Context: an optimization exercise on an open-source flow, tuned for small area. The choices shown serve that exercise and are no tape-out recipe.
Where RTL was checked, it was by simulation tests only, not by an equivalence proof against the original.
The RTL of run 3 was laid out without a check of its function.
In runs 3 to 5 the design's own scripts or RTL, not TritonCTS, make the clock network.
The clock port is modelled as an ideal driver, which makes a skipped or thinned clock tree look cheaper than it is; a real chip needs a root buffer or a tree.
No activity file was given, so power comes from the tool's default toggle rates.

## design/flow/config.mk

```make
export PLATFORM = sky130hd
export DESIGN_NAME = top
export DESIGN_NICKNAME = top
export VERILOG_FILES = /design/flow/design.v
export SDC_FILE = /design/flow/constraint.sdc
export NUM_CORES = 4
export LEC_CHECK = 0
export CAP_MARGIN = 20
export CORE_MARGIN = 2
export CORE_UTILIZATION = 40
export SLEW_MARGIN = 20
```

## design/flow/constraint.sdc

```tcl
create_clock -name core_clock -period 10.0 [get_ports {clk}]
set_input_delay 2.0000 -clock core_clock [delete_from_list [all_inputs] [get_ports {clk}]]
set_output_delay 2.0000 -clock core_clock [all_outputs]
set_load 0.01 [all_outputs]
```

## design/flow/design.v

```verilog
`timescale 1ns / 100ps
module top(
     input wire clk, reset,
     input wire start, si,
     output reg [3:0] an,
     output reg [7:0] sseg
    );
localparam [2:0] IDLE = 3'b000, WAIT = 3'b001, CNT = 3'b010, CNT0 = 3'b011,
                 FIN = 3'b100, FIN0 = 3'b101, DIV = 3'b110, DIV0 = 3'b111;
reg [2:0] state;
reg [17:0] scan;           
reg [5:0] t;               
reg c;                     
reg s;                     
reg d;                     
reg [15:0] p;              
reg [9:0] r;               
reg [15:0] dsp;            
reg pt;                    
wire [3:0] ph = scan[3:0];
wire ph0 = (ph == 4'd0);
wire ph15 = (ph == 4'd15);
wire edg = si & ~d;
wire z = state[0];
wire div = state[2] & state[1];
wire cnt = ~state[2] & state[1];
wire fin = state[2] & ~state[1];
wire [4:0] pass = scan[8:4];
wire first = (pass == 5'd0);
wire tick = cnt & ~edg & (t == 6'd44);
wire le1 = z | (p[15:1] == 15'd0);
wire le10 = (p[15:4] == 12'd0) & (p[3:0] <= 4'd10);
wire le100 = (p[15:7] == 9'd0) & (p[6:0] <= 7'd100);
wire pz = z | (p == 16'd0);
wire [19:0] dvnd = le1 ? 20'd1000 : le10 ? 20'd10000 : le100 ? 20'd100000 : 20'd1000000;
wire [19:0] zq = 20'd1048;   
wire [4:0] bi = 5'd19 - pass;
wire sub = div & ~s;
wire rb = r[0] & ~(div & first);
wire pb = p[0] & ~z;
wire a = div & (ph0 ? dvnd[bi] : d);
wire bx = pb ^ sub;
wire cin = ph0 ? (div ? sub : s) : c;
wire sum = a ^ bx ^ cin;
wire cout = (a & bx) | (a & cin) | (bx & cin);
wire sgn = rb ^ sub ^ cout;    
wire q = pz ? zq[bi] : ~sgn;
function [3:0] adj(input [3:0] x);
  adj = (x >= 4'd5) ? x + 4'd3 : x;
endfunction
wire [15:0] dd = {dsp[15:12], adj(dsp[11:8]), adj(dsp[7:4]), adj(dsp[3:0])};
wire shift = div & ph15;
wire m6 = ~le1 & ~le100;
wire d3z = (dsp[15:12] == 4'd0);
wire d2z = (dsp[11:8] == 4'd0);
always @(posedge clk)
  if (reset)
    begin
      state <= IDLE;
      scan <= 0;
    end
  else
    begin
      scan <= scan + 1'b1;
      case (state)
        IDLE: if (start) state <= WAIT;
        WAIT: if (edg) state <= CNT0;
        CNT0: if (edg) state <= FIN0; else if (t == 6'd44) state <= CNT;
        CNT: if (edg) state <= FIN;
        FIN, FIN0: if (ph15 & (pass == 5'd31) & ~s) state <= {2'b11, z};
        default: if (ph15 & (pass == 5'd19)) state <= IDLE;
      endcase
    end
always @(posedge clk)
  begin
    if (cnt && !edg && t != 6'd44)
      t <= {t[0] ^ t[1], t[5:1]};
    else if (div)
      t <= {sum, t[5:1]};
    else
      t <= 6'd1;
  end
always @(posedge clk)
  begin
    c <= cout;
    d <= div ? rb : si;
    if (div)
      s <= ph15 ? sgn : s;
    else
      s <= tick | (s & ~ph0);
    p <= {(cnt | fin) ? (sum & ~z) : p[0], p[15:1]};
    r <= {t[0], r[9:1]};
  end
always @(posedge clk)
  if (reset || fin)
    begin
      dsp <= 0;
      pt <= 0;
    end
  else
    begin
      if (shift)
        dsp <= {dd[14:0], div & q};
      if (div & first & ph0)
        pt <= m6;
    end
wire [1:0] sel = scan[17:16];
wire [1:0] sh = {pt & d3z & d2z, pt & d3z & ~d2z};
wire [1:0] idx = sel - sh;
wire blank = (sel < sh);
reg [3:0] h;
always @*
  begin
    case (sel)
      2'd0: an = 4'b1110;
      2'd1: an = 4'b1101;
      2'd2: an = 4'b1011;
      default: an = 4'b0111;
    endcase
    case (idx)
      2'd0: h = dsp[3:0];
      2'd1: h = dsp[7:4];
      2'd2: h = dsp[11:8];
      default: h = dsp[15:12];
    endcase
    if (blank)
      h = 4'd0;
  end
wire A = h[3], B = h[2], C = h[1], D = h[0];
always @*
  begin
    sseg[6] = A | C | ~(B ^ D);
    sseg[5] = ~B | ~(C ^ D);
    sseg[4] = ~C | D | B;
    sseg[3] = A | (~B & ~D) | (~B & C) | (C & ~D) | (B & ~C & D);
    sseg[2] = ~D & (~B | C);
    sseg[1] = A | (~C & ~D) | (B & ~(C & D));
    sseg[0] = A | (B ^ C) | (C & ~D);
    sseg[7] = pt & (sel == sh);
  end
endmodule
```

## design/flow/flow/run.sh

```bash
#!/bin/bash
# Own flow: the standard synthesis, then the combinational logic is mapped
# again by ABC for area (flip-flops kept as they are, same names and cells),
# then the standard layout with small port buffers and a lighter clock tree.
set -euo pipefail
W=$(pwd)
R=$W/orfs/results/$FLOW_PLATFORM/top/base
bash standard.sh synth > $W/flow_synth.log 2>&1
cp $R/1_2_yosys.v $W/std_synth.v
export REMAP_LIB=$FLOW_HOME/platforms/$FLOW_PLATFORM/lib/sky130_fd_sc_hd__tt_025C_1v80.lib
export REMAP_IN=$W/std_synth.v
export REMAP_DONTUSE="$(grep -o 'sky130_fd_sc_hd__[a-z0-9_]*' $FLOW_HOME/platforms/$FLOW_PLATFORM/config.mk | sort -u | tr '\n' ' ')"
# several ABC seeds in parallel; keep the smallest result
for s in 1 2 3 4; do
  sed "s/@SEED@/$s/" $W/flow/area.abc.in > $W/area_$s.abc
  REMAP_ABC=$W/area_$s.abc REMAP_OUT=$W/remap_$s.v \
    yosys -c $W/flow/remap.tcl > $W/flow_remap_$s.log 2>&1 &
done
wait
best=""; besta=""
for s in 1 2 3 4; do
  a=$(grep 'Chip area for top module' $W/flow_remap_$s.log | tail -1 | awk '{print $NF}')
  [[ -n "$a" && -s $W/remap_$s.v ]] || continue
  if [[ -z "$best" ]] || awk -v a="$a" -v b="$besta" 'BEGIN{exit !(a<b)}'; then best=$s; besta=$a; fi
done
echo "remap: seed $best, area $besta" > $W/flow_remap_choice.log
cp $W/remap_$best.v $R/1_2_yosys.v
bash standard.sh \
  "BUFFER_PORTS_ARGS=-buffer_cell sky130_fd_sc_hd__buf_1" \
  "CTS_ARGS=$(cat $W/flow/cts_args.txt)" \
  "POST_CTS_TCL=$W/flow/post_cts.tcl" \
  finish > $W/flow_finish.log 2>&1
```

## design/flow/flow/area.abc.in

```
strash
&get -n
&deepsyn -T 30 -S @SEED@
&put
dch -f
amap
topo
```

## design/flow/flow/cts_args.txt

```
-sink_clustering_enable -repair_clock_nets -dont_use_dummy_load -buf_list sky130_fd_sc_hd__clkbuf_4
```

## design/flow/flow/post_cts.tcl

```tcl
# After clock tree synthesis: a clock buffer that drives many flip-flops is
# upsized so that the slew at their clock pins stays well inside the limit.
set block [ord::get_db_block]
set changed 0
foreach inst [$block getInsts] {
  if {[[$inst getMaster] getName] != "sky130_fd_sc_hd__clkbuf_4"} { continue }
  set out [$inst findITerm X]
  set net [$out getNet]
  if {$net == "NULL"} { continue }
  set fanout [expr {[llength [$net getITerms]] - 1}]
  if {$fanout > 10} {
    replace_cell [$inst getName] sky130_fd_sc_hd__clkbuf_8
    incr changed
    puts "post_cts: [$inst getName] drives $fanout pins, now clkbuf_8"
  }
}
if {$changed > 0} {
  detailed_placement
  check_placement -verbose
  estimate_parasitics -placement
}
```

## design/flow/flow/remap.tcl

```tcl
# Map the combinational cells of the standard synthesis again, for area.
yosys read_liberty -ignore_miss_func $::env(REMAP_LIB)
yosys read_verilog $::env(REMAP_IN)
yosys hierarchy -top top
set seq {}
foreach m [split [exec grep -o {sky130_fd_sc_hd__[a-z0-9_]*} $::env(REMAP_IN)] "\n"] {
  if {[regexp {__(s?df|s?edf|dlx|dlr|dlclk|sdlclk)} $m]} { lappend seq $m }
}
set seq [lsort -unique $seq]
foreach m $seq { yosys setattr -mod -set keep_hierarchy 1 $m }
yosys flatten
yosys delete t:\$scopeinfo
yosys opt_clean
set du {}
foreach c $::env(REMAP_DONTUSE) { lappend du -dont_use $c }
yosys abc -liberty $::env(REMAP_LIB) {*}$du -script $::env(REMAP_ABC)
yosys opt_clean -purge
yosys hilomap -singleton -hicell sky130_fd_sc_hd__conb_1 HI -locell sky130_fd_sc_hd__conb_1 LO
yosys setundef -zero
yosys splitnets
yosys opt_clean -purge
yosys rename -enumerate -pattern remap_% w:*:* w:*/*
yosys stat -liberty $::env(REMAP_LIB)
foreach m $seq { yosys blackbox $m }
yosys hierarchy -top top
yosys write_verilog -noattr -noexpr -nohex -nodec $::env(REMAP_OUT)
```

## design/flow/standard.sh

```bash
#!/bin/bash
# synth_recipe.tcl (not shown) runs the flow's synth.tcl, then flattens the netlist and writes it again
# the make line also repeats each setting of config.mk as NAME=value (left out here)
make -C /OpenROAD-flow-scripts/flow DESIGN_CONFIG=/design/flow/config.mk WORK_HOME=/design/flow/orfs CLKGATE_MAP_FILE= SYNTH_SCRIPT=/design/flow/synth_recipe.tcl "${@:-finish}"
```

==> summary.md, run 1 <==
| Metric | Value |
|---|---|
| R2r setup slk | `6.08 ns` |
| Routability cong. | `roughly 0.89` |
| Vias/cell | `5.05` |
| Tcrit/Tclk final | `about half` |
| Dpl ws | `roughly 5.5 ns` |
| CP Cell Sequence | `nor3_1, nand3_1, a21oi_1, a211oi_1, o22ai_1, o22ai_1, nor2_1, clkinv_1, a21boi_0, o21ai_0, nand3_1, buf_1` |
| Starting DRC count in detailed routing | `63` |
| DRT Wirelength | `~5.6 mm` |
| Routed Antenna Nets | `0` |
| Initial Utilization | `between 40% and 50%` |
| DR pass1 iterations | `4` |
| CP Data Required Time | `8.00 ns` |
| FF-to-FF path depth | `13` |
| Critical path class | `flip-flop to output pin` |
| CP max stage delay | `roughly 0.34 ns` |
| Design area | `3100 um2` |
| Layout cells sized above 1 | `under 10%` |
| Final nets | `379` |
| Area growth, synth to finish | `9.03%` |
| Syn Nets | `353` |
| Die footprint | `7790 um2` |
| Commonest cells after routing, fill and taps aside | `dfxtp_1, nor2_1, clkinv_1, a21oi_1` |
| Final clock skew | `~0.028 ns` |
| Final-report max-slew violation count | `0` |
| Status | `finished clean` |
| Max-slew headroom | `approximately half` |
| Fmax | `~200 MHz` |
| First-pass GRT wire length | `slightly below 10 mm` |
| Type of the worst min-delay path | `flip-flop to flip-flop` |
| Fin crit period | `between 4 and 5 ns` |
| Final TNS setup | `0 ns` |
| Syn_area_per_cell | `8.13 um2` |
| Synth warn | `1` |
| Max IR drop VDD | `between 0.1 and 0.15 mV` |
| CP Launch Point | `dsp[15]` |
| Row count | `30` |
| Startpoint Class | `flip-flop` |
| Setup violators final | `0` |
| Die width | `88.2 um` |
| Vias in the first global route | `~2200` |
| Largest net degree at the start of global routing | `18` |
| GRT Util Overall | `15.9%` |
| Gate Count Post-Synth | `about 350` |
| Filler instances | `697` |
| Initial antenna violation count | `0` |
| Core ar. | `6830 um2` |
| Static Leak | `1.06 nW` |
| CTS sink count | `73` |
| Final hold vios | `0` |
| Routed WL per cell | `roughly 12 um` |
| Worst-path clk slew | `approximately 0.1 ns` |
| Overflow after GRT | `0` |
| Critical path arrival | `approximately 2.9 ns` |
| Slew of the pin with the lowest slew margin | `0.780 ns` |
| Final HPWL DP | `~4.2 mm` |
| Crit end category | `output pin` |
| Post-layout power | `slightly below 500 uW` |
| Reg2reg start | `p[12]` |
| Hold Crit Depth | `0` |
| Commonest non-fill, non-tap cell in the layout | `dfxtp_1` |
| Min-delay src | `r[5]` |
| Port bufs | `15` |
| Final WS setup | `just over 5 ns` |
| CTS tree | `built` |
| Boundary Pins | `16` |
| Mapped Area | `2840 um2` |
| Via Count | `2369` |
| Diodes inserted | `0` |
| Die height | `88.2 um` |
| Placed inst area | `3020 um2` |
| Power density cells | `159 nW/um2` |
| Number of remaining DRC errors | `0` |
| CP Max Fanout | `5` |
| Slowest CP cell | `dfxtp_1` |
| RSZ-0062 raised after global routing | `no` |
| Max Cap Viol | `0` |
| Clock latency on the worst-skew pair | `0.41 ns` |
| Final Util | `between 40% and 50%` |
## final cells by class
| class | instances | area (um2) | share of cell area (%) |
|---|---|---|---|
| multi-input combinational | 232 | 1200 | 38.8 |
| clock buffer | 9 | 80.1 | 2.59 |
| inverter | 44 | 165 | 5.34 |
| tap | 96 | 120 | 3.88 |
| sequential | 73 | 1470 | 47.5 |
| timing repair buffer | 15 | 56.3 | 1.82 |
## sequential cells by signal (all words and copies together), names as in the netlist
name   count
scan      18
dsp       16
p         16
r         10
t          6
state      3
c          1
d          1
pt         1
s          1
## routing by layer
metal  track usage, %  share of wire (%)  vias to the layer above
met3             6.25                3.6                        9
met2             25.5                 45                       37
met5                0                  0                        -
li1                 -                  -                     1272
met1             19.3                 49                     1051
met4             6.20                1.6                        0
## per-stage QoR
step,cells,hold slack [ns]
after floorplan,349,0.310
after global placement,460,0.310
after detailed placement,460,0.312
after global routing,469,0.313
final,469,0.306
## critical path: cells and delay by family, from the launching register on
| kind | cells | cell delay [ns] |
|---|---|---|
| AO/OA/AOI/OAI | 6 | 1.19 |
| buffers and inverters | 2 | 0.32 |
| flip-flops | 1 | 0.34 |
| AND/OR/NAND/NOR | 4 | 0.65 |
## path summary, 6_finish.rpt
kind                                end
worst min-delay path               r[4]
worst min register to register     r[4]
worst max-delay path            sseg[6]
worst max register to register   dsp[0]
## power breakdown
group,internal (mW),leakage [nW],total (mW),switching [mW]
clock,0.0502,0.0466,0.135,0.0844
combinational,0.0177,0.419,0.0459,0.0282
sequential,0.304,0.597,0.311,0.00700
==> run 2, diff against run 1 <==
--- a/design/flow/flow/run.sh
+++ b/design/flow/flow/run.sh
@@ -12,7 +12,12 @@
 export REMAP_DONTUSE="$(grep -o 'sky130_fd_sc_hd__[a-z0-9_]*' $FLOW_HOME/platforms/$FLOW_PLATFORM/config.mk | sort -u | tr '\n' ' ')"
-# several ABC seeds in parallel; keep the smallest result
-for s in 1 2 3 4; do
-  sed "s/@SEED@/$s/" $W/flow/area.abc.in > $W/area_$s.abc
-  REMAP_ABC=$W/area_$s.abc REMAP_OUT=$W/remap_$s.v \
-    yosys -c $W/flow/remap.tcl > $W/flow_remap_$s.log 2>&1 &
+# several ABC scripts and seeds, four at a time; keep the smallest result
+jobs="amap:1 amap:2 amap:3 amap:4 nf:1 nf:2 nf:3 nf:4"
+n=0
+for j in $jobs; do
+  k=${j%%:*}; s=${j##*:}; tag=${k}_$s
+  sed "s/@SEED@/$s/" $W/flow/area_$k.abc.in > $W/area_$tag.abc
+  REMAP_ABC=$W/area_$tag.abc REMAP_OUT=$W/remap_$tag.v \
+    yosys -c $W/flow/remap.tcl > $W/flow_remap_$tag.log 2>&1 &
+  n=$((n + 1))
+  if (( n % 4 == 0 )); then wait; fi
 done
@@ -20,8 +25,9 @@
 best=""; besta=""
-for s in 1 2 3 4; do
-  a=$(grep 'Chip area for top module' $W/flow_remap_$s.log | tail -1 | awk '{print $NF}')
-  [[ -n "$a" && -s $W/remap_$s.v ]] || continue
-  if [[ -z "$best" ]] || awk -v a="$a" -v b="$besta" 'BEGIN{exit !(a<b)}'; then best=$s; besta=$a; fi
+for j in $jobs; do
+  tag=${j%%:*}_${j##*:}
+  a=$(grep 'Chip area for top module' $W/flow_remap_$tag.log | tail -1 | awk '{print $NF}' || true)
+  [[ -n "$a" && -s $W/remap_$tag.v ]] || continue
+  if [[ -z "$best" ]] || awk -v a="$a" -v b="$besta" 'BEGIN{exit !(a<b)}'; then best=$tag; besta=$a; fi
 done
-echo "remap: seed $best, area $besta" > $W/flow_remap_choice.log
+echo "remap: $best, area $besta" > $W/flow_remap_choice.log
 cp $W/remap_$best.v $R/1_2_yosys.v
==> design/flow/flow/area_amap.abc.in (new file) <==
strash
&get -n
&deepsyn -T 30 -S @SEED@
&put
dch -f
amap
topo
==> design/flow/flow/area_nf.abc.in (new file) <==
strash
&get -n
&deepsyn -T 30 -S @SEED@
&dch -f
&nf -R 1000 -a
&put
topo
removed: design/flow/flow/area.abc.in
==> summary.md, run 2 <==
| Metric | Value |
|---|---|
| Status | `finished clean` |
| Worst-path clk slew | `around 0.1 ns` |
| Syn Nets | `approximately 350` |
| DRT Wirelength | `between 5 and 6 mm` |
| Largest reg by FF count | `scan` |
| Design area | `a little over 3000 um2` |
| Hold WS | `between 0.3 and 0.4 ns` |
| CTS sink count | `73` |
| Synth warn | `1` |
| Reg2reg start | `p[12]` |
| Initial Utilization | `around two fifths` |
| Clock latency on the worst-skew pair | `between 0.4 and 0.5 ns` |
| CTS tree | `built` |
| Commonest non-fill, non-tap cell in the layout | `dfxtp_1` |
| Final clock skew | `approximately 0.028 ns` |
| Vias/cell | `~5.1` |
| Filler instances | `between 600 and 700` |
| Initial antenna violation count | `0` |
| Final nets | `between 300 and 400` |
| Die height | `roughly 90 um` |
| First-pass GRT wire length | `~9.7 mm` |
| Power density cells | `159 nW/um2` |
| Startpoint Class | `flip-flop` |
| Vias in the first global route | `2196` |
| Critical path arrival | `2.91 ns` |
| Overflow after GRT | `0` |
| Static Leak | `~1.1 nW` |
| Row count | `30` |
| CP Max Fanout | `5` |
| Type of the worst min-delay path | `flip-flop to flip-flop` |
| Max IR drop VDD | `approximately 0.11 mV` |
| Layout cells sized above 1 | `about 2.4%` |
| R2r setup slk | `between 6 and 7 ns` |
| Final TNS setup | `0 ns` |
| Die footprint | `7790 um2` |
| GRT Util Overall | `between 15 and 20%` |
| Worst Hold End | `r[4]` |
| Final-report max-slew violation count | `0` |
| Routability cong. | `0.892` |
| Routed Antenna Nets | `0` |
| Top flop regs | `scan (18), dsp (16), p (16)` |
| Post-Layout Cell Count | `469` |
| Via Count | `roughly 2400` |
| Area growth, synth to finish | `9.03%` |
| Placed inst area | `between 3000 and 4000 um2` |
| Routed WL per cell | `11.8 um` |
| Mapped Area | `around 2800 um2` |
| Critical path class | `flip-flop to output pin` |
| Final hold vios | `0` |
| Boundary Pins | `16` |
| Min-delay src | `r[5]` |
| Final HPWL DP | `approximately 4.2 mm` |
| Slew of the pin with the lowest slew margin | `between 0.7 and 0.8 ns` |
| Port bufs | `15` |
| CP Data Required Time | `~8 ns` |
| Number of remaining DRC errors | `0` |
| Die width | `88.2 um` |
| Fin crit period | `4.91 ns` |
| Largest net degree at the start of global routing | `18` |
| Diodes inserted | `0` |
| RR Endpoint | `dsp[0]` |
| Tcrit/Tclk final | `49.1%` |
| Max Cap Viol | `0` |
| Number of flip-flops in the largest register | `18` |
| RSZ-0062 raised after global routing | `no` |
| Max-slew headroom | `approximately half` |
| Core ar. | `6830 um2` |
| Commonest cells after routing, fill and taps aside | `dfxtp_1, nor2_1, clkinv_1, a21oi_1` |
| Fmax | `204 MHz` |
| Setup violators final | `0` |
| DR pass1 iterations | `4` |
| Hold Crit Depth | `0` |
| Placed Cells | `460` |
| Gate Count Post-Synth | `349` |
| Starting DRC count in detailed routing | `63` |
| Syn_area_per_cell | `8.13 um2` |
| FF-to-FF path depth | `13` |
| Crit end category | `output pin` |
==> run 2: power by group <==
group	leakage (nW)	switching [mW]	total, mW	internal, mW
Combinational	0.419	0.0282	0.0459	0.0177
Sequential	0.597	0.00700	0.311	0.304
Clock	0.0466	0.0844	0.135	0.0502
Total	1.06	0.120	0.492	0.372
==> run 2: routing by layer <==
layer / vias up / track usage, % / share of wire, %
met2: 37 / 25.5 / 45
li1: 1272 / - / -
met3: 9 / 6.25 / 3.6
met5: - / 0 / 0
met1: 1051 / 19.3 / 49
met4: 0 / 6.20 / 1.6
==> run 2: layout make-up <==
| type | instances | area (um2) | share of cell area (%) |
|---|---|---|---|
| multi-input combinational | 232 | 1200 | 38.8 |
| timing repair buffer | 15 | 56.3 | 1.82 |
| clock buffer | 9 | 80.1 | 2.59 |
| tap | 96 | 120 | 3.88 |
| sequential | 73 | 1470 | 47.5 |
| inverter | 44 | 165 | 5.34 |
==> run 2: critical path: stages, from the launching register on <==
cell      delay [ns]
dfxtp_1         0.34
nor3_1          0.18
nand3_1         0.12
a21oi_1         0.23
a211oi_1        0.09
o22ai_1         0.33
o22ai_1         0.13
nor2_1          0.25
clkinv_1        0.17
a21boi_0        0.23
o21ai_0         0.18
nand3_1         0.10
buf_1           0.15
==> run 2: how the worst max path moves through the flow <==
stage | slack (ns) | endpoint | cells past startpoint | start
2_1_floorplan | 5.78 | sseg[6] | 10 | dsp[15]
3_3_place_gp | 5.65 | sseg[6] | 12 | dsp[15]
3_5_place_dp | 5.54 | sseg[6] | 12 | dsp[15]
6_report | 5.09 | sseg[6] | 12 | dsp[15]
5_1_grt | 4.69 | sseg[6] | 12 | dsp[12]
==> run 2: metrics by stage <==
| stage | utilization [%] | power [mW] | setup WS (ns) |
|---|---|---|---|
| after floorplan | - | 0.352 | 5.78 |
| after global placement | 44.1 | 0.363 | 5.65 |
| after detailed placement | 44.1 | 0.364 | 5.54 |
| after global routing | 45.3 | 0.520 | 4.69 |
| final | 45.3 | 0.492 | 5.09 |
==> run 3, diff against run 2 <==
--- a/design/flow/design.v
+++ b/design/flow/design.v
@@ -33,3 +33,2 @@
 wire le100 = (p[15:7] == 9'd0) & (p[6:0] <= 7'd100);
-wire pz = z | (p == 16'd0);
 wire [19:0] dvnd = le1 ? 20'd1000 : le10 ? 20'd10000 : le100 ? 20'd100000 : 20'd1000000;
@@ -46,3 +45,3 @@
 wire sgn = rb ^ sub ^ cout;    
-wire q = pz ? zq[bi] : ~sgn;
+wire q = z ? zq[bi] : ~sgn;
 function [3:0] adj(input [3:0] x);
@@ -68,4 +67,4 @@
         CNT0: if (edg) state <= FIN0; else if (t == 6'd44) state <= CNT;
-        CNT: if (edg) state <= FIN;
-        FIN, FIN0: if (ph15 & (pass == 5'd31) & ~s) state <= {2'b11, z};
+        CNT: state <= {edg, ~edg, ph15 & cout};
+        FIN, FIN0: state <= {1'b1, ph15 & (pass == 5'd31) & ~s, z | (ph15 & cout)};
         default: if (ph15 & (pass == 5'd19)) state <= IDLE;
==> design/flow/flow/post_cts.tcl (replaced) <==
# After clock tree synthesis: the tree is rebuilt as a single level. The flip-
# flops are split into four groups by place (halves by x, then halves by y),
# and each group is driven by one clock buffer at its centre, which the clock
# port drives directly. All flip-flops see the same buffer level.
set block [ord::get_db_block]
set db [ord::get_db]
set clk [$block findNet clk]
set bufm [$db findMaster sky130_fd_sc_hd__clkbuf_8]

# the flip-flops' clock pins, wherever the tree connects them now
set sinks {}
foreach inst [$block getInsts] {
  set m [[$inst getMaster] getName]
  if {![regexp {__(s?df|s?edf)} $m]} { continue }
  set it [$inst findITerm CLK]
  if {$it == "NULL"} { continue }
  set loc [$inst getLocation]
  lappend sinks [list [lindex $loc 0] [lindex $loc 1] $it]
}

# remove the tree's buffers and their nets (all found before any is removed)
set tree {}
foreach inst [$block getInsts] {
  set m [[$inst getMaster] getName]
  if {![regexp {__clk(buf|inv)_} $m]} { continue }
  set a [$inst findITerm A]
  if {$a == "NULL"} { continue }
  set n [$a getNet]
  if {$n == "NULL" || [$n getSigType] != "CLOCK"} { continue }
  lappend tree $inst
}
set dead {}
foreach inst $tree {
  foreach it [$inst getITerms] {
    if {[$it isOutputSignal] && [$it getNet] != "NULL" && [[$it getNet] getName] != "clk"} {
      lappend dead [$it getNet]
    }
  }
}
foreach inst $tree { odb::dbInst_destroy $inst }
foreach n [lsort -unique $dead] { odb::dbNet_destroy $n }
puts "post_cts: removed [llength $tree] buffers of the tree"

proc split2 {pts idx} {
  set s [lsort -integer -index $idx $pts]
  set h [expr {[llength $s] / 2}]
  return [list [lrange $s 0 [expr {$h - 1}]] [lrange $s $h end]]
}
set groups {}
foreach half [split2 $sinks 0] {
  foreach q [split2 $half 1] { lappend groups $q }
}

set k 0
foreach g $groups {
  set sx 0; set sy 0
  foreach p $g { incr sx [lindex $p 0]; incr sy [lindex $p 1] }
  set cx [expr {$sx / [llength $g]}]
  set cy [expr {$sy / [llength $g]}]
  set buf [odb::dbInst_create $block $bufm clkbuf_leaf_$k]
  set net [odb::dbNet_create $block clk_leaf_$k]
  $net setSigType CLOCK
  [$buf findITerm A] connect $clk
  [$buf findITerm X] connect $net
  foreach p $g {
    set it [lindex $p 2]
    $it disconnect
    $it connect $net
  }
  $buf setLocation $cx $cy
  $buf setPlacementStatus PLACED
  puts "post_cts: clkbuf_leaf_$k drives [llength $g] flip-flops"
  incr k
}
detailed_placement
check_placement -verbose
estimate_parasitics -placement
report_clock_skew
==> summary.md, run 3 <==
| Metric | Value |
|---|---|
| Status | `finished clean` |
| Routed Antenna Nets | `0` |
| Boundary Pins | `16` |
| CP Cell Sequence | `nand2b_1, nor4_1, nand3b_1, o21ai_0, a31o_1, nand2_1, o221ai_1, o21ai_0, nand2b_1, nand3b_1, nand2b_1, buf_1` |
| Number of flip-flops in the largest register | `18` |
| Min-delay src | `r[3]` |
| Startpoint Class | `flip-flop` |
| Initial antenna violation count | `0` |
| Mapped Area | `approximately 2800 um2` |
| CP Max Fanout | `6` |
| Hold WS | `between 0.3 and 0.4 ns` |
| Final hold vios | `0` |
| Slew of the pin with the lowest slew margin | `0.968 ns` |
| Crit end category | `output pin` |
| Die height | `88.2 um` |
| Final TNS setup | `0 ns` |
| CP bufs+invs | `1` |
| Max IR drop VDD | `between 0.1 and 0.15 mV` |
| Final nets | `approximately 340` |
| Die width | `88.2 um` |
| Overflow after GRT | `0` |
| Number of remaining DRC errors | `0` |
| Power density cells | `about 150 nW/um2` |
| Reg2reg start | `p[12]` |
| CP Data Required Time | `about 8 ns` |
| Via Count | `2239` |
| DRT Wirelength | `around 5.3 mm` |
| Die footprint | `7770 um2` |
| Final-report max-slew violation count | `0` |
| Fin crit period | `roughly 4.8 ns` |
| Syn_area_per_cell | `approximately 9.1 um2` |
| Critical path arrival | `roughly 2.9 ns` |
| Starting DRC count in detailed routing | `126` |
| FF-to-FF path depth | `15` |
| Slowest CP cell | `nor4_1` |
| Synth warn | `1` |
| Clock latency on the worst-skew pair | `around 0.17 ns` |
| Static Leak | `between 1 and 1.5 nW` |
| RR Endpoint | `s` |
| Area growth, synth to finish | `8.61%` |
| Commonest non-fill, non-tap cell in the layout | `dfxtp_1` |
| Routed WL per cell | `12.6 um` |
| Most used cell, CP | `nand2b_1` |
| Initial Utilization | `roughly two fifths` |
| Setup violators final | `0` |
| Final HPWL DP | `approximately 3.8 mm` |
| Routability cong. | `approximately 0.85` |
| Row count | `30` |
| Top flop regs | `scan (18), dsp (16), p (16)` |
| RSZ-0062 raised after global routing | `no` |
| DR pass1 iterations | `4` |
| Fmax | `206 MHz` |
| Layout cells sized above 1 | `under 10%` |
| R2r setup slk | `roughly 6.5 ns` |
| CTS sink count | `73` |
| Vias/cell | `between 5 and 6` |
| Type of the worst min-delay path | `flip-flop to flip-flop` |
| Tcrit/Tclk final | `48.5%` |
| Final clock skew | `~0.015 ns` |
| CP max stage delay | `around 0.42 ns` |
| Post-layout power | `around 470 uW` |
| Largest net degree at the start of global routing | `22` |
| Worst Hold End | `r[2]` |
| Final Util | `45.1%` |
| Syn Nets | `between 300 and 400` |
| Gate Count Post-Synth | `between 300 and 400` |
| Largest reg by FF count | `scan` |
| Max-slew headroom | `35.5%` |
| Port bufs | `15` |
| Worst-path clk slew | `0.11 ns` |
| Commonest cells after routing, fill and taps aside | `dfxtp_1, nand2_1, nor2_1, a21oi_1, nor3_1` |
| Diodes inserted | `0` |
| GRT Util Overall | `approximately 15%` |
| CP delay by family, top | `simple AND/OR/NAND/NOR gates` |
| Critical path class | `flip-flop to output pin` |
| Max Cap Viol | `0` |
| Core ar. | `around 6800 um2` |
| Vias in the first global route | `1972` |
| First-pass GRT wire length | `between 9 and 10 mm` |
| Hold Crit Depth | `0` |
-- run 3: cell count changes in the layout (fill, tap and decap cells not counted), moves of 4 or more --
| cell | delta |
|---|---|
| xnor2_1 | +12 |
| nor2_1 | -37 |
| or3_1 | -4 |
| a22o_1 | +11 |
| nand2b_1 | +6 |
| nand3b_1 | +4 |
| a211oi_1 | -7 |
| clkinv_1 | -39 |
| o22ai_1 | -11 |
| nand2_1 | +14 |
| and2_0 | +7 |
| clkbuf_4 | -7 |
| o32ai_1 | -5 |
-- run 3: area by class of cell --
class | instances | area (um2)
buffer | 4 | 55.1
inverter | 5 | 18.8
sequential | 73 | 1470
timing repair buffer | 16 | 63.8
fill | 694 | 3750
tap | 96 | 120
multi-input combinational | 232 | 1350
-- run 3: through the flow --
stage	std cells	setup slack, ns	area (um2)
after detailed placement	422	5.41	3020
after global routing	426	4.83	3080
after floorplan	310	5.69	2830
after global placement	422	5.56	3020
final	426	5.15	3080
-- run 3: worst max path at each step --
stage,startpoint,endpoint,slack (ns),cells after the start
floorplan,dsp[15],sseg[6],5.69,10
global placement,dsp[15],sseg[6],5.56,12
detailed placement,dsp[15],sseg[6],5.41,12
global route,dsp[15],sseg[6],4.83,12
finish,dsp[15],sseg[6],5.15,12
-- run 3: worst register-to-register path, stage by stage, from the launching register on --
cell      delay [ns]
dfxtp_1         0.32
nor4_1          0.29
nand3_1         0.13
or4_1           0.44
o41ai_1         0.51
nor2_1          0.14
nor2_1          0.11
nor2_1          0.05
a21oi_1         0.12
nor3_1          0.08
o32a_1          0.35
nand2_1         0.07
nand2_1         0.07
o22ai_1         0.24
xnor2_1         0.18
o221ai_1        0.14
-- run 3: report_power, final --
| group | internal, mW | switching (mW) |
|---|---|---|
| clock network | 0.0373 | 0.0699 |
| registers | 0.303 | 0.00796 |
| logic | 0.0210 | 0.0309 |
-- run 3: metal layers --
metal	part of all wire (%)	vias up	track usage, %	wire length, um
li1	-	1168	-	-
met4	1.4	0	5.37	76
met3	2.7	5	2.07	144
met5	0	-	0	0
met1	51	1035	20.5	2730
met2	45	31	23.0	2400
==> run 4, diff against run 3 <==
--- a/design/flow/design.v
+++ b/design/flow/design.v
@@ -33,2 +33,3 @@
 wire le100 = (p[15:7] == 9'd0) & (p[6:0] <= 7'd100);
+wire pz = z | (p == 16'd0);
 wire [19:0] dvnd = le1 ? 20'd1000 : le10 ? 20'd10000 : le100 ? 20'd100000 : 20'd1000000;
@@ -45,3 +46,3 @@
 wire sgn = rb ^ sub ^ cout;    
-wire q = z ? zq[bi] : ~sgn;
+wire q = pz ? zq[bi] : ~sgn;
 function [3:0] adj(input [3:0] x);
@@ -67,4 +68,4 @@
         CNT0: if (edg) state <= FIN0; else if (t == 6'd44) state <= CNT;
-        CNT: state <= {edg, ~edg, ph15 & cout};
-        FIN, FIN0: state <= {1'b1, ph15 & (pass == 5'd31) & ~s, z | (ph15 & cout)};
+        CNT: if (edg) state <= FIN;
+        FIN, FIN0: if (ph15 & (pass == 5'd31) & ~s) state <= {2'b11, z};
         default: if (ph15 & (pass == 5'd19)) state <= IDLE;
==> summary.md, run 4 <==
| Metric | Value |
|---|---|
| Crit end category | `output pin` |
| Boundary Pins | `16` |
| Max IR drop VDD | `0.133 mV` |
| Final TNS setup | `0 ns` |
| Overflow after GRT | `0` |
| Final nets | `374` |
| Final clock skew | `roughly 0.015 ns` |
| Number of flip-flops in the largest register | `18` |
| Commonest non-fill, non-tap cell in the layout | `dfxtp_1` |
| Commonest cells after routing, fill and taps aside | `dfxtp_1, nor2_1, clkinv_1, a21oi_1` |
| Static Leak | `1.04 nW` |
| Gate power share | `9.8%` |
| Gate Count Post-Synth | `~350` |
| Setup violators final | `0` |
| Placed Cells | `460` |
| Reg2reg start | `p[12]` |
| Net Sw Power | `about 100 uW` |
| Max Cap Viol | `0` |
| Fmax | `214 MHz` |
| Largest net degree at the start of global routing | `20` |
| Dpl ws | `about 5.5 ns` |
| Final HPWL DP | `4.18 mm` |
| Max-slew headroom | `between 40 and 50%` |
| Type of the worst min-delay path | `flip-flop to flip-flop` |
| Post-Layout Cell Count | `464` |
| Vias in the first global route | `about 2200` |
| Initial Utilization | `around 42%` |
| Critical path class | `flip-flop to output pin` |
| Syn_area_per_cell | `just over 8 um2` |
| Area growth, synth to finish | `8.15%` |
| Mapped Area | `around 2800 um2` |
| Synth warn | `1` |
| RSZ-0062 raised after global routing | `no` |
| Sequential share of power | `67.3%` |
| Final-report max-slew violation count | `0` |
| DRT Wirelength | `5.40 mm` |
| Post-layout power | `around 460 uW` |
| GRT Util Overall | `~15%` |
| Clock network power share | `between 20 and 25%` |
| Core ar. | `slightly below 7000 um2` |
| Clock latency on the worst-skew pair | `0.17 ns` |
| Die width | `88.2 um` |
| RR Endpoint | `dsp[0]` |
| Area occupied by multi-input gates | `~1200 um2` |
| First-pass GRT wire length | `roughly 9.4 mm` |
| CP Data Required Time | `roughly 8.0 ns` |
| Status | `finished clean` |
| Diodes inserted | `0` |
| Seq. cell area | `roughly 1500 um2` |
| Row count | `30` |
| Min-delay src | `r[2]` |
| Die height | `a little under 90 um` |
| Via Count | `2344` |
| Number of remaining DRC errors | `0` |
| Sw frac | `~22%` |
| Layout cells sized above 1 | `1.09%` |
| Final hold vios | `0` |
| FF-to-FF path depth | `13` |
| Largest reg by FF count | `scan` |
| R2r setup slk | `6.07 ns` |
| Hold Crit Depth | `0` |
| Final WS setup | `around 5.3 ns` |
| Routed WL per cell | `between 10 and 15 um` |
| CTS sink count | `73` |
| Critical path arrival | `between 2 and 3 ns` |
| Syn Nets | `353` |
| Startpoint Class | `flip-flop` |
| Fin crit period | `between 4 and 5 ns` |
| Initial antenna violation count | `0` |
| Worst Hold End | `r[1]` |
| Starting DRC count in detailed routing | `73` |
| Final Util | `between 40 and 50%` |
| CP Max Fanout | `5` |
| DR pass1 iterations | `4` |
| Filler instances | `700` |
| Routed Antenna Nets | `0` |
| Die footprint | `~8000 um2` |
| Internal power | `~360 uW` |
| Top flop regs | `scan (18), dsp (16), p (16)` |
| Vias/cell | `approximately 5.1` |
| Port bufs | `15` |
| Tcrit/Tclk final | `a little under half` |
| Power density cells | `151 nW/um2` |
| Routability cong. | `slightly below 0.9` |
| Worst-path clk slew | `roughly 0.11 ns` |
| Slew of the pin with the lowest slew margin | `approximately 0.77 ns` |
-- run 4: cell types whose count changed in the layout (fill, tap and decap cells not counted), sizes merged, moves of 6 or more --
cell,before,now
and2,10,3
clkinv,5,44
xnor2,12,0
a211oi,1,8
o22ai,4,15
nor2,31,68
a22o,11,0
nand2b,6,0
nand2,34,20
-- run 4: through the flow --
step | area, um2 | hold slack [ns]
5_1_grt | 3070 | 0.342
2_1_floorplan | 2840 | 0.310
3_5_place_dp | 3020 | 0.312
6_report | 3070 | 0.325
3_3_place_gp | 3020 | 0.310
-- run 4: worst max-delay path, stage by stage (launching register included) --
cell	delay (ns)
dfxtp_1	0.35
nor3_1	0.18
nand3_1	0.12
a21oi_1	0.23
a211oi_1	0.09
o22ai_1	0.33
o22ai_1	0.13
nor2_1	0.25
clkinv_1	0.16
a21boi_0	0.23
o21ai_0	0.18
nand3_1	0.10
buf_1	0.15
-- run 4: worst max-delay path by stage --
stage                         end  depth (start not counted)  slack [ns]    start
after global routing      sseg[6]                         12        4.95  dsp[15]
after floorplan           sseg[6]                         10        5.78  dsp[15]
after detailed placement  sseg[6]                         12        5.54  dsp[15]
after global placement    sseg[6]                         12        5.65  dsp[15]
final                     sseg[6]                         12        5.32  dsp[15]
-- run 4: power by group through the flow --
stage / Sequential [mW] / Clock [mW] / Combinational (mW)
after floorplan: 0.316 / 0 / 0.0358
after global placement: 0.318 / 0 / 0.0450
after detailed placement: 0.318 / 0 / 0.0459
after global routing: 0.313 / 0.120 / 0.0522
final: 0.311 / 0.106 / 0.0455
-- run 4: final cells by class --
cell class,count,share of cell area [%]
repair buffers,15,1.83
plain buffers,4,1.79
well taps,96,3.91
inverters,44,5.38
flip-flops and latches,73,47.9
multi-input cells,232,39.2
-- run 4: metal layers --
metal / global-route usage (%) / vias to the layer above / wire length [um]
met4: 6.20 / 0 / 127
met3: 2.05 / 11 / 131
li1: - / 1268 / -
met1: 19.5 / 1038 / 2720
met5: 0 / - / 0
met2: 24.8 / 27 / 2420
==> run 5, diff against run 4 <==
--- a/design/flow/flow/run.sh
+++ b/design/flow/flow/run.sh
@@ -12,4 +12,4 @@
 export REMAP_DONTUSE="$(grep -o 'sky130_fd_sc_hd__[a-z0-9_]*' $FLOW_HOME/platforms/$FLOW_PLATFORM/config.mk | sort -u | tr '\n' ' ')"
-# several ABC scripts and seeds, four at a time; keep the smallest result
-jobs="amap:1 amap:2 amap:3 amap:4 nf:1 nf:2 nf:3 nf:4"
+# several ABC scripts and seeds, four at a time; keep the smallest netlist
+jobs="$(for s in 1 2 3 4 5 6 7 8 9 10; do echo amap:$s dc2:$s; done)"
 n=0
==> design/flow/flow/area_dc2.abc.in (new file) <==
strash
dc2
&get -n
&deepsyn -T 30 -S @SEED@
&put
dch -f
amap
topo
removed: design/flow/flow/area_nf.abc.in
==> summary.md, run 5 <==
| Metric | Value |
|---|---|
| Vias in the first global route | `between 2000 and 2500` |
| Max IR drop VDD | `0.0983 mV` |
| Diodes inserted | `0` |
| Setup violators final | `0` |
| CP Data Required Time | `8.00 ns` |
| Number of remaining DRC errors | `0` |
| Met2 Usage GRT | `~24%` |
| Slowest CP cell | `o22ai_1` |
| Largest net degree at the start of global routing | `20` |
| Sw frac | `about a fifth` |
| Net Sw Power | `a little under 90 uW` |
| DR pass1 iterations | `4` |
| CP delay by family, top | `compound AO/OA/AOI/OAI gates` |
| Worst-path clk slew | `around 0.11 ns` |
| Syn Nets | `347` |
| Starting DRC count in detailed routing | `96` |
| GR Util met3 | `approximately 3.7%` |
| Type of the worst min-delay path | `flip-flop to flip-flop` |
| Overflow after GRT | `0` |
| Syn_area_per_cell | `around 8 um2` |
| Die width | `a little under 90 um` |
| Boundary Pins | `16` |
| Status | `finished clean` |
| Tcrit/Tclk final | `a little under half` |
| Initial Utilization | `roughly 41%` |
| Filler instances | `slightly above 700` |
| Post-layout power | `about 430 uW` |
| Core ar. | `roughly 6800 um2` |
| Largest reg by FF count | `scan` |
| Gate Count Post-Synth | `343` |
| RSZ-0062 raised after global routing | `no` |
| CP Cell Sequence | `nor3_1, nand3_1, a21oi_1, a211oi_1, o22ai_1, o22ai_1, nor2_1, clkinv_1, a21boi_0, o21ai_0, nand3_1, buf_1` |
| Layout cells sized above 1 | `around 1.4%` |
| Fmax | `~210 MHz` |
| CP Max Fanout | `5` |
| Mapped Area | `2820 um2` |
| Reg2reg start | `p[12]` |
| Final clock skew | `~0.019 ns` |
| Routed WL per cell | `12.2 um` |
| Max Cap Viol | `0` |
| Via Count | `between 2000 and 2500` |
| Clock network power share | `about a quarter` |
| Sequential share of power | `a little over two thirds` |
| Area growth, synth to finish | `8.48%` |
| Placed inst area | `3000 um2` |
| Static Leak | `approximately 1.0 nW` |
| CTS sink count | `73` |
| Port bufs | `15` |
| Max-slew headroom | `between 40% and 50%` |
| Final TNS setup | `0 ns` |
| Top flop regs | `scan (18), dsp (16), p (16)` |
| Die height | `slightly below 90 um` |
| First-pass GRT wire length | `~9.6 mm` |
| Clock latency on the worst-skew pair | `around 0.17 ns` |
| CP Launch Point | `dsp[15]` |
| Final hold vios | `0` |
| Row count | `30` |
| Routability cong. | `between 0.8 and 0.9` |
| Critical path class | `flip-flop to output pin` |
| GRT Util Overall | `between 10% and 20%` |
| Final-report max-slew violation count | `0` |
| Vias/cell | `~5.1` |
| DRT Wirelength | `5.61 mm` |
| Number of flip-flops in the largest register | `18` |
| CP max stage delay | `between 0.3 and 0.4 ns` |
| GR Layer Usage met1 | `approximately 22%` |
| Synth warn | `1` |
| Crit end category | `output pin` |
| Internal power | `between 300 and 400 uW` |
| Slew of the pin with the lowest slew margin | `0.805 ns` |
| Hold WS | `approximately 0.34 ns` |
| Die footprint | `around 7700 um2` |
| CP bufs+invs | `2` |
| Fin crit period | `approximately 4.8 ns` |
| Initial antenna violation count | `0` |
| Min-delay src | `r[4]` |
| Final nets | `369` |
| Critical path arrival | `2.77 ns` |
| Routed Antenna Nets | `0` |
| GRT Max-Usage Layer | `met2` |
| Startpoint Class | `flip-flop` |
| Power density cells | `141 nW/um2` |
| Design area | `3060 um2` |
| Final HPWL DP | `about 4.2 mm` |
| Commonest non-fill, non-tap cell in the layout | `dfxtp_1` |
| Gate power share | `between 5 and 6%` |
| Commonest cells after routing, fill and taps aside | `dfxtp_1, nor2_1, clkinv_1, nor3_1, a21oi_1` |
[run 5: layout make-up]
class                      instances  area, um2  share of cell area [%]
tap                               96        120                    3.93
multi-input combinational        225       1180                    38.5
sequential                        73       1470                    48.1
timing repair buffer              16       63.8                    2.09
inverter                          45        169                    5.52
buffer                             4       55.1                    1.80
[run 5: worst paths after layout]
| kind | endpoint | slack (ns) | depth (start not counted) |
|---|---|---|---|
| hold reg to reg | r[3] | 0.34 | 0 |
| setup reg to reg | s | 6.50 | 14 |
| hold / removal | r[3] | 0.34 | 0 |
| setup / recovery | sseg[6] | 5.23 | 12 |
[run 5: power groups by stage]
stage	Clock (mW)	Sequential, mW	Combinational [mW]
5_1_grt	0.121	0.302	0.0271
3_5_place_dp	0	0.307	0.0234
6_report	0.107	0.301	0.0236
3_3_place_gp	0	0.307	0.0232
2_1_floorplan	0	0.306	0.0170
[run 5: through the flow]
| step | cells | utilization (%) | worst slack [ns] |
|---|---|---|---|
| global route | 459 | 45.0 | 4.90 |
| global placement | 455 | 44.2 | 5.61 |
| floorplan | 343 | - | 5.78 |
| finish | 459 | 45.0 | 5.23 |
| detailed placement | 455 | 44.2 | 5.46 |
[run 5: metal layers]
| layer | up-vias | wire length [um] |
|---|---|---|
| met5 | - | 0 |
| met4 | 0 | 86 |
| met3 | 8 | 180 |
| met2 | 41 | 2490 |
| met1 | 1050 | 2850 |
| li1 | 1251 | - |

==> separate check: timing with driven ports <==
No port has a modelled driver above. Below, the same layouts with a new extraction and two added sets of constraints. Step 1 sets driving cells, clkbuf_16 on the clock port and buf_2 on the other inputs (assumed; they add their load-dependent delay and slew). Step 2 also shifts input and output timing later by t, the mid clock arrival at the registers, as if the neighbouring blocks saw the same clock. Slacks: no drivers / after step 1 / after step 2; pairs: no drivers / after step 1.
| run | shift t [ns] | setup slack, ns | latest minus earliest clock arrival (ns) |
|---|---|---|---|
| run 1 | 0.419 | 5.088 / 5.063 / 5.482 | 0.028 / 0.028 |
| run 2 | 0.419 | 5.088 / 5.063 / 5.482 | 0.028 / 0.028 |
| run 3 | 0.215 | 5.154 / 5.099 / 5.314 | 0.016 / 0.015 |
| run 4 | 0.213 | 5.321 / 5.266 / 5.479 | 0.015 / 0.016 |
| run 5 | 0.217 | 5.231 / 5.171 / 5.389 | 0.019 / 0.019 |
After both steps setup and hold are still met in every run listed.
